This is an optimization exercise on Yosys and OpenROAD, whose aim is small area, a short achievable clock period and few clock cycles per item, not a production implementation.
Where RTL was checked, it was by simulation tests only, not by an equivalence proof against the original.
Power is estimated from default activity; no workload was simulated.

==> inputs of trial 25 <==
// simon2share
module simon2share(clk, data_ina, data_inb, data_rdy, cipher_out, Done);
input clk;
input data_ina, data_inb;
input [1:0] data_rdy;
output [127:0] cipher_out;
output reg Done;
localparam [0:127] ZN = {67'b0101111011100000011010010011000101000010001111110010110110011101011, 60'd0, 1'b1};
reg [6:0] counter;	 
reg comp;		 
reg last_n, done_n;
wire load_key = (data_rdy == 2);
always @(posedge clk)
begin
	if (data_rdy == 0 || data_rdy == 2)
		counter <= 0;
	else
		counter <= counter + 1;
end
always @(posedge clk)
begin
	comp <= (data_rdy == 1 && counter == 127) || (data_rdy == 3 && comp);
	Done <= (data_rdy == 3) && comp && (counter == 67);
	done_n <= !((data_rdy == 3) && comp && (counter == 67));
	last_n <= !((data_rdy == 3) && ((comp && counter == 66) || !last_n));
end
reg z;
always @(posedge clk)
	z <= ZN[counter];
wire [63:0] keya, keyb;
p_datapath mydatapath(.clk(clk), .comp(comp), .gate_x_n(last_n), .gate_y_n(done_n),
		      .data_ina(data_ina), .data_inb(data_inb),
		      .key_ina(keya), .key_inb(keyb),
		      .cipher_out(cipher_out));
p_keysch10 mykeysch_a(.clk(clk), .comp(comp), .load_key(load_key), .z(z),
		      .data_in(data_ina), .key_out(keya));
p_keysch11 mykeysch_b(.clk(clk), .comp(comp), .load_key(load_key),
		      .data_in(data_inb), .key_out(keyb));
endmodule
clock: 5.0 ns
lec_check: 0
cap_margin: 20
core_margin: 2
core_utilization: 60
place_density: 0.75
slew_margin: 20
standard.sh (not shown) runs the stock make flow with config.mk's settings and CLKGATE_MAP_FILE= SYNTH_SCRIPT=/design/flow/synth_recipe.tcl, a recipe that flattens the netlist after the stock synthesis.
==> flow/flow/run.sh <==
#!/bin/bash
# Standard ORFS layout (the standard.sh) with two changes to buffering:
#  - ports get a buf_2 as port buffer instead of the default cell;
#  - after global placement, each output-gate flip-flop (done_n, last_n) gets a
#    two-level buffer tree: one buffer per cluster of its loads (gate_tree.tcl).
# make's full output goes to standard.log; ORFS keeps per-step logs in orfs/logs.
set -uo pipefail
here=$(pwd)
export BUFFER_PORTS_ARGS="-buffer_cell sky130_fd_sc_hd__buf_2"
export POST_GLOBAL_PLACE_TCL="$here/flow/gate_tree.tcl"
export GATE_TREE_FLOPS='done_n$_DFF_P_ last_n$_DFF_P_'
export GATE_TREE_FANOUT=16
export GATE_TREE_CELL=sky130_fd_sc_hd__buf_4
bash standard.sh > standard.log 2>&1
Other scripts of this flow, unchanged in this note and not shown: flow/flow/gate_tree.tcl
==> trial 43 (differences from trial 25) <==
- CORE_UTILIZATION: 60 -> 40
- PLACE_DENSITY: 0.75 -> 0.6
- SETUP_SLACK_MARGIN: not set -> 2.45
==> trial 5 (differences from trial 25) <==
- CORE_UTILIZATION: 60 -> 70
- CTS_CLUSTER_DIAMETER: not set -> 90
- CTS_CLUSTER_SIZE: not set -> 28
- PLACE_DENSITY: 0.75 -> 0.82
- SETUP_SLACK_MARGIN: not set -> 2.45
==> impl_results.md <==
- Detailed route wirelength on metal2: between 20 and 25 mm
- DIE HEIGHT: about 190 um
- Die Footprint: ~0.036 sq mm
- Fmax: around 0.40 GHz
- Status: no timing/DRC/antenna violations
- Fin cells: roughly 2,800
- Switching share of power: between 20% and 30%
- FF-to-FF End: mydatapath.share_a.Ys[27]
- Internal power: about 5800 uW
The numbers above come from trial 5.

==> impl_results.md <==
- Status: no timing/DRC/antenna violations
- Internal power: between 7000 and 8000 uW
- Fin cells: 3,284
- Die Footprint: ~0.062 sq mm
- FF-to-FF End: mydatapath.share_a.Xs[26]
- Detailed route wirelength on metal2: 25.32 mm
The numbers above come from trial 43.

==> impl_results.md <==
- Internal power: ~7300 uW
- Status: no timing/DRC/antenna violations
- Clock-cell share of area: roughly 6.8%
- DIE HEIGHT: ~200 um
- Switching share of power: between 20% and 30%
- Fmax: approximately 0.35 GHz
- Endpoint, Worst Hold: mydatapath.share_b.Ys[59]
- Fin cells: between 2,000 and 3,000
- Detailed route wirelength on metal2: between 20 and 25 mm
- Die Footprint: about 0.042 sq mm
- FF-to-FF End: mykeysch_b.KXs[32]
The numbers above come from trial 25.

Testbench counts of trial 25, summed over its fixed seeds: cycles 20,800, items 64.
Testbench counts of trial 43, summed over its fixed seeds: cycles 20,800, items 64.
Testbench counts of trial 5, summed over its fixed seeds: cycles 20,800, items 64.

---

==> try-onyx <==
==> flow/design.v <==
`timescale 1ns / 1ps
module p_datapath(clk, comp, gate_x, gate_y, data_ina, data_inb, key_ina, key_inb, cipher_out);
input clk, comp, gate_x, gate_y, data_ina, data_inb;
input [63:0] key_ina, key_inb;
output [127:0] cipher_out;
wire [63:0] Xout_a, Xout_b, Yout_a, Yout_b;
data_share2 share_a(.clk(clk), .comp(comp), .data_in(data_ina), .key_in(key_ina),
		    .X_out(Xout_a), .Y_out(Yout_a), .X_in(Xout_b));
data_share2 share_b(.clk(clk), .comp(comp), .data_in(data_inb), .key_in(key_inb),
		    .X_out(Xout_b), .Y_out(Yout_b), .X_in(Xout_a));
wire [127:0] gate = {{64{gate_x}}, {64{gate_y}}};
wire [127:0] res1 = {Xout_a, Yout_a} & gate;
wire [127:0] res2 = {Xout_b, Yout_b} & gate;
assign cipher_out = res1 ^ res2;
endmodule
module data_share2(clk, comp, data_in, key_in, X_out, Y_out, X_in);
input clk, comp, data_in;
input [63:0] key_in;
input [63:0] X_in;
output [63:0] X_out, Y_out;
reg [63:0] X, Y;
wire [63:0] XL1 = {X[62:0], X[63]};
wire [63:0] XL2 = {X[61:0], X[63:62]};
wire [63:0] XL8 = {X[55:0], X[63:56]};
wire [63:0] XoL8 = {X_in[55:0], X_in[63:56]};
wire [63:0] own = XL1 & XL8;
wire [63:0] xprod = XL1 & XoL8;
always@(posedge clk)
begin
	if (comp) begin
		X <= Y ^ XL2 ^ own ^ xprod ^ key_in;
		Y <= X;
	end
	else begin
		{X, Y} <= {data_in, X, Y[63:1]};
	end
end
assign X_out = X;
assign Y_out = Y;
endmodule
`timescale 1ns / 1ps
module p_keysch10(clk, comp, load_key, z, data_in, key_out);
input clk, comp, load_key, z, data_in;
output [63:0] key_out;
reg [63:0] KX, KY;
localparam [63:0] c = 64'hfffffffffffffffc;
always@(posedge clk)
begin
	if (comp) begin
		KX <= c ^ {63'd0, z} ^ KY ^ {KX[2:0],KX[63:3]} ^ {KX[3:0],KX[63:4]};
		KY <= KX;
	end
	else begin
		{KX, KY} <= {load_key ? data_in : KY[0], KX, KY[63:1]};
	end
end
assign key_out = KY;
endmodule
`timescale 1ns / 1ps
module p_keysch11(clk, comp, load_key, data_in, key_out);
input clk, comp, load_key, data_in;
output [63:0] key_out;
reg [63:0] KX, KY;
always@(posedge clk)
begin
	if (comp) begin
		KX <= KY ^ {KX[2:0],KX[63:3]} ^ {KX[3:0],KX[63:4]};
		KY <= KX;
	end
	else begin
		{KX, KY} <= {load_key ? data_in : KY[0], KX, KY[63:1]};
	end
end
assign key_out = KY;
endmodule
`timescale 1ns / 1ps
module simon2share(clk, data_ina, data_inb, data_rdy, cipher_out, Done);
input clk;
input data_ina, data_inb;
input [1:0] data_rdy;
output [127:0] cipher_out;
output reg Done;
localparam [0:127] ZN = {67'b0101111011100000011010010011000101000010001111110010110110011101011, 60'd0, 1'b1};
reg [6:0] counter;	 
reg comp;		 
reg last;		 
wire load_key = (data_rdy == 2);
always @(posedge clk)
begin
	if (data_rdy == 0 || data_rdy == 2)
		counter <= 0;
	else
		counter <= counter + 1;
end
always @(posedge clk)
begin
	comp <= (data_rdy == 1 && counter == 127) || (data_rdy == 3 && comp);
	Done <= (data_rdy == 3) && comp && (counter == 67);
	last <= (data_rdy == 3) && ((comp && counter == 66) || last);
end
reg z;
always @(posedge clk)
	z <= ZN[counter];
wire [63:0] keya, keyb;
p_datapath mydatapath(.clk(clk), .comp(comp), .gate_x(last), .gate_y(Done),
		      .data_ina(data_ina), .data_inb(data_inb),
		      .key_ina(keya), .key_inb(keyb),
		      .cipher_out(cipher_out));
p_keysch10 mykeysch_a(.clk(clk), .comp(comp), .load_key(load_key), .z(z),
		      .data_in(data_ina), .key_out(keya));
p_keysch11 mykeysch_b(.clk(clk), .comp(comp), .load_key(load_key),
		      .data_in(data_inb), .key_out(keyb));
endmodule
==> flow/flow/run.sh <==
#!/bin/bash
# Standard ORFS layout (the standard.sh) with two changes to buffering:
#  - ports get a buf_2 as port buffer instead of the default cell;
#  - after global placement, each output-gate flip-flop (Done, last) gets a
#    two-level buffer tree: one buffer per cluster of its loads (gate_tree.tcl).
# make's full output goes to standard.log; ORFS keeps per-step logs in orfs/logs.
set -uo pipefail
here=$(pwd)
export BUFFER_PORTS_ARGS="-buffer_cell sky130_fd_sc_hd__buf_2"
export POST_GLOBAL_PLACE_TCL="$here/flow/gate_tree.tcl"
export GATE_TREE_FANOUT=16
export GATE_TREE_CELL=sky130_fd_sc_hd__buf_4
bash standard.sh > standard.log 2>&1
==> flow/flow/gate_tree.tcl <==
# Build a two-level buffer tree for each output-gate net: the gate flip-flop
# drives one buffer per cluster of loads, placed at the cluster's centre.
proc gate_tree_kmeans {pts k} {
  # pts: list of {x y}; returns list of cluster indices
  set n [llength $pts]
  set cent {}
  for {set c 0} {$c < $k} {incr c} {
    lappend cent [lindex [lsort -real -index 2 [lmap p $pts {list {*}$p [expr {atan2([lindex $p 1]-0.0, [lindex $p 0]-0.0)}]}]] [expr {($c * $n) / $k}]]
  }
  set cent [lmap c $cent {lrange $c 0 1}]
  set asg [lrepeat $n 0]
  for {set it 0} {$it < 30} {incr it} {
    set i 0
    foreach p $pts {
      set best 0; set bd 1e30
      set c 0
      foreach q $cent {
        set d [expr {abs([lindex $p 0]-[lindex $q 0]) + abs([lindex $p 1]-[lindex $q 1])}]
        if {$d < $bd} { set bd $d; set best $c }
        incr c
      }
      lset asg $i $best
      incr i
    }
    set newc {}
    for {set c 0} {$c < $k} {incr c} {
      set sx 0.0; set sy 0.0; set m 0
      set i 0
      foreach p $pts {
        if {[lindex $asg $i] == $c} { set sx [expr {$sx + [lindex $p 0]}]; set sy [expr {$sy + [lindex $p 1]}]; incr m }
        incr i
      }
      if {$m > 0} { lappend newc [list [expr {$sx/$m}] [expr {$sy/$m}]] } else { lappend newc [lindex $cent $c] }
    }
    set cent $newc
  }
  return [list $asg $cent]
}

proc gate_tree {flop_name per_buf cell} {
  set block [ord::get_db_block]
  set dbu [$block getDbUnitsPerMicron]
  set inst [$block findInst $flop_name]
  if {$inst == "NULL"} { puts "gate_tree: no instance $flop_name"; return }
  set net [[$inst findITerm Q] getNet]
  # drop buffers already hanging on the net, so the tree sees the real loads
  for {set pass 0} {$pass < 8} {incr pass} {
    set bufs {}
    foreach it [$net getITerms] {
      if {[$it isOutputSignal]} continue
      set li [$it getInst]
      set m [$li getMaster]
      if {[string match "*__buf_*" [$m getName]] || [string match "*__clkbuf_*" [$m getName]]} {
        set onet [[$li findITerm X] getNet]
        # keep port buffers
        if {[llength [$onet getBTerms]] > 0} continue
        lappend bufs [get_cells [$li getName]]
      }
    }
    if {[llength $bufs] == 0} break
    remove_buffers $bufs
    set net [[$inst findITerm Q] getNet]
  }
  set pins {}; set pts {}
  foreach it [$net getITerms] {
    if {[$it isOutputSignal]} continue
    set li [$it getInst]
    set loc [$it getAvgXY]
    if {[lindex $loc 0] == 0} { set b [$li getBBox]; set loc [list 1 [expr {([$b xMin]+[$b xMax])/2}] [expr {([$b yMin]+[$b yMax])/2}]] }
    lappend pins "[$li getName]/[[$it getMTerm] getName]"
    lappend pts [list [expr {double([lindex $loc 1])/$dbu}] [expr {double([lindex $loc 2])/$dbu}]]
  }
  set n [llength $pins]
  set k [expr {max(1, int(ceil(double($n) / $per_buf)))}]
  puts "gate_tree: $flop_name net [$net getName] loads $n clusters $k"
  lassign [gate_tree_kmeans $pts $k] asg cent
  for {set c 0} {$c < $k} {incr c} {
    set lp {}
    set i 0
    foreach p $pins { if {[lindex $asg $i] == $c} { lappend lp [get_pins $p] }; incr i }
    if {[llength $lp] == 0} continue
    set xy [lindex $cent $c]
    insert_buffer -buffer_cell $cell -net [get_nets [$net getName]] -load_pins $lp -location $xy
  }
}

# Hook body (sourced after global placement): one tree per output-gate flop.
foreach flop {Done$_DFF_P_ last$_DFF_P_} {
  gate_tree $flop $::env(GATE_TREE_FANOUT) $::env(GATE_TREE_CELL)
}
==> flow/standard.sh <==
#!/bin/bash
# synth_recipe.tcl (not shown) runs the flow's synth.tcl, then flattens the netlist and writes it again
# the make line also repeats each setting of config.mk as NAME=value (left out here)
make -C /OpenROAD-flow-scripts/flow DESIGN_CONFIG=/design/flow/config.mk WORK_HOME=/design/flow/orfs CLKGATE_MAP_FILE= SYNTH_SCRIPT=/design/flow/synth_recipe.tcl "${@:-finish}"
==> flow/config.mk <==
export PLATFORM = sky130hd
export DESIGN_NAME = simon2share
export DESIGN_NICKNAME = simon2share
export VERILOG_FILES = /design/flow/design.v
export SDC_FILE = /design/flow/constraint.sdc
export NUM_CORES = 4
export LEC_CHECK = 0
export CAP_MARGIN = 20
export CORE_MARGIN = 2
export CORE_UTILIZATION = 40
export CTS_CLUSTER_DIAMETER = 80
export CTS_CLUSTER_SIZE = 30
export PLACE_DENSITY = 0.6
export SETUP_SLACK_MARGIN = 2.6
export SLEW_MARGIN = 20
==> flow/constraint.sdc <==
create_clock -name core_clock -period 5.0 [get_ports {clk}]
set_input_delay 1.0000 -clock core_clock [delete_from_list [all_inputs] [get_ports {clk}]]
set_output_delay 1.0000 -clock core_clock [all_outputs]
set_load 0.01 [all_outputs]
==> inputs of try-zinc, as changes to try-onyx <==
==> flow/design.v, changed modules only <==
module simon2share(clk, data_ina, data_inb, data_rdy, cipher_out, Done);
input clk;
input data_ina, data_inb;
input [1:0] data_rdy;
output [127:0] cipher_out;
output reg Done;
localparam [0:127] Z = {68'b10101111011100000011010010011000101000010001111110010110110011101011, 60'd0};
reg [6:0] counter;	 
reg comp;		 
reg last;		 
wire load_key = (data_rdy == 2);
always @(posedge clk)
begin
	if (data_rdy == 0 || data_rdy == 2)
		counter <= 0;
	else
		counter <= counter + 1;
end
always @(posedge clk)
begin
	comp <= (data_rdy == 1 && counter == 127) || (data_rdy == 3 && comp);
	Done <= (data_rdy == 3) && comp && (counter == 67);
	last <= (data_rdy == 3) && ((comp && counter == 66) || last);
end
wire z = Z[counter];
wire [63:0] keya, keyb;
p_datapath mydatapath(.clk(clk), .comp(comp), .gate_x(last), .gate_y(Done),
		      .data_ina(data_ina), .data_inb(data_inb),
		      .key_ina(keya), .key_inb(keyb),
		      .cipher_out(cipher_out));
p_keysch10 mykeysch_a(.clk(clk), .comp(comp), .load_key(load_key), .z(z),
		      .data_in(data_ina), .key_out(keya));
p_keysch11 mykeysch_b(.clk(clk), .comp(comp), .load_key(load_key),
		      .data_in(data_inb), .key_out(keyb));
endmodule
==> flow/run.sh (new file) <==
#!/bin/bash
# synth_recipe.tcl (not shown) runs the flow's synth.tcl, then flattens the netlist and writes it again
# the make line also repeats each setting of config.mk as NAME=value (left out here)
make -C /OpenROAD-flow-scripts/flow DESIGN_CONFIG=/design/flow/config.mk WORK_HOME=/design/flow/orfs CLKGATE_MAP_FILE= SYNTH_SCRIPT=/design/flow/synth_recipe.tcl finish
ABC_AREA = 1   (was default)
CTS_CLUSTER_DIAMETER = default   (was 80)
CTS_CLUSTER_SIZE = default   (was 30)
removed: flow/flow/run.sh
removed: flow/flow/gate_tree.tcl
removed: flow/standard.sh
==> notes.md <==
try-onyx went through all stages and came out clean. try-zinc ran to the end with no violations. Between try-zinc and try-onyx, the lower hold slack is in try-zinc (gap 0.059 ns). In try-onyx the synthesized cell count is smaller than in try-zinc, by about 24%. First-iteration DRC count: try-onyx is smaller than try-zinc (35%). In try-zinc the design area is larger than in try-onyx, by about 2.8%. Between try-onyx and try-zinc, the lower wire length is in try-onyx (gap 21%, measured against try-zinc). Of try-zinc and try-onyx, try-zinc has the higher power (gap about 20%, measured against try-onyx). Of try-onyx and try-zinc, try-zinc has the higher combinational power (gap about 5%, measured against try-zinc). Between try-zinc and try-onyx, the lower critical path depth is in try-onyx (gap 4). Of try-zinc and try-onyx, try-onyx has the higher register-to-register slack (gap 0.05 ns). Against try-onyx, the synthesized area of try-zinc is larger by about 0.7%. Between try-zinc and try-onyx, the lower global-route usage is in try-onyx (gap 3.8 points).
Testbench counts of try-onyx, summed over its fixed seeds: cycles 20,800, items 64.
Function not checked in try-zinc: the RTL went through the layout flow alone.

==> what the ideal ports hide <==
How much do the figures lean on ideal ports? The routed layouts below were timed once more, with nothing changed but the port constraints. Step 1 (the two cells are an assumption about what drives the block):
set clk [get_ports {clk}]
set_driving_cell -lib_cell sky130_fd_sc_hd__clkbuf_16 $clk
set_driving_cell -lib_cell sky130_fd_sc_hd__buf_2 [delete_from_list [all_inputs] $clk]
Step 2 moves the port delays by t, midway between the first and last clock arrival at a register: inputs arrive t later, outputs are due t later. That takes back most of the time a late clock gives input paths. Three values: no drivers, after step 1, after step 2; two values: the first two.
run	t, ns	setup WS [ns]	worst slew at a driven data input, ns
trial 25	0.639	2.160 / 2.104 / 2.744	0.03
trial 43	0.657	2.439 / 2.380 / 2.858	0.04
trial 5	0.599	2.482 / 2.427 / 2.735	0.03
try-onyx	0.653	2.399 / 2.345 / 2.855	0.03
try-zinc	0.661	2.102 / 2.041 / 2.557	0.03
After both steps every run listed still meets setup and hold.
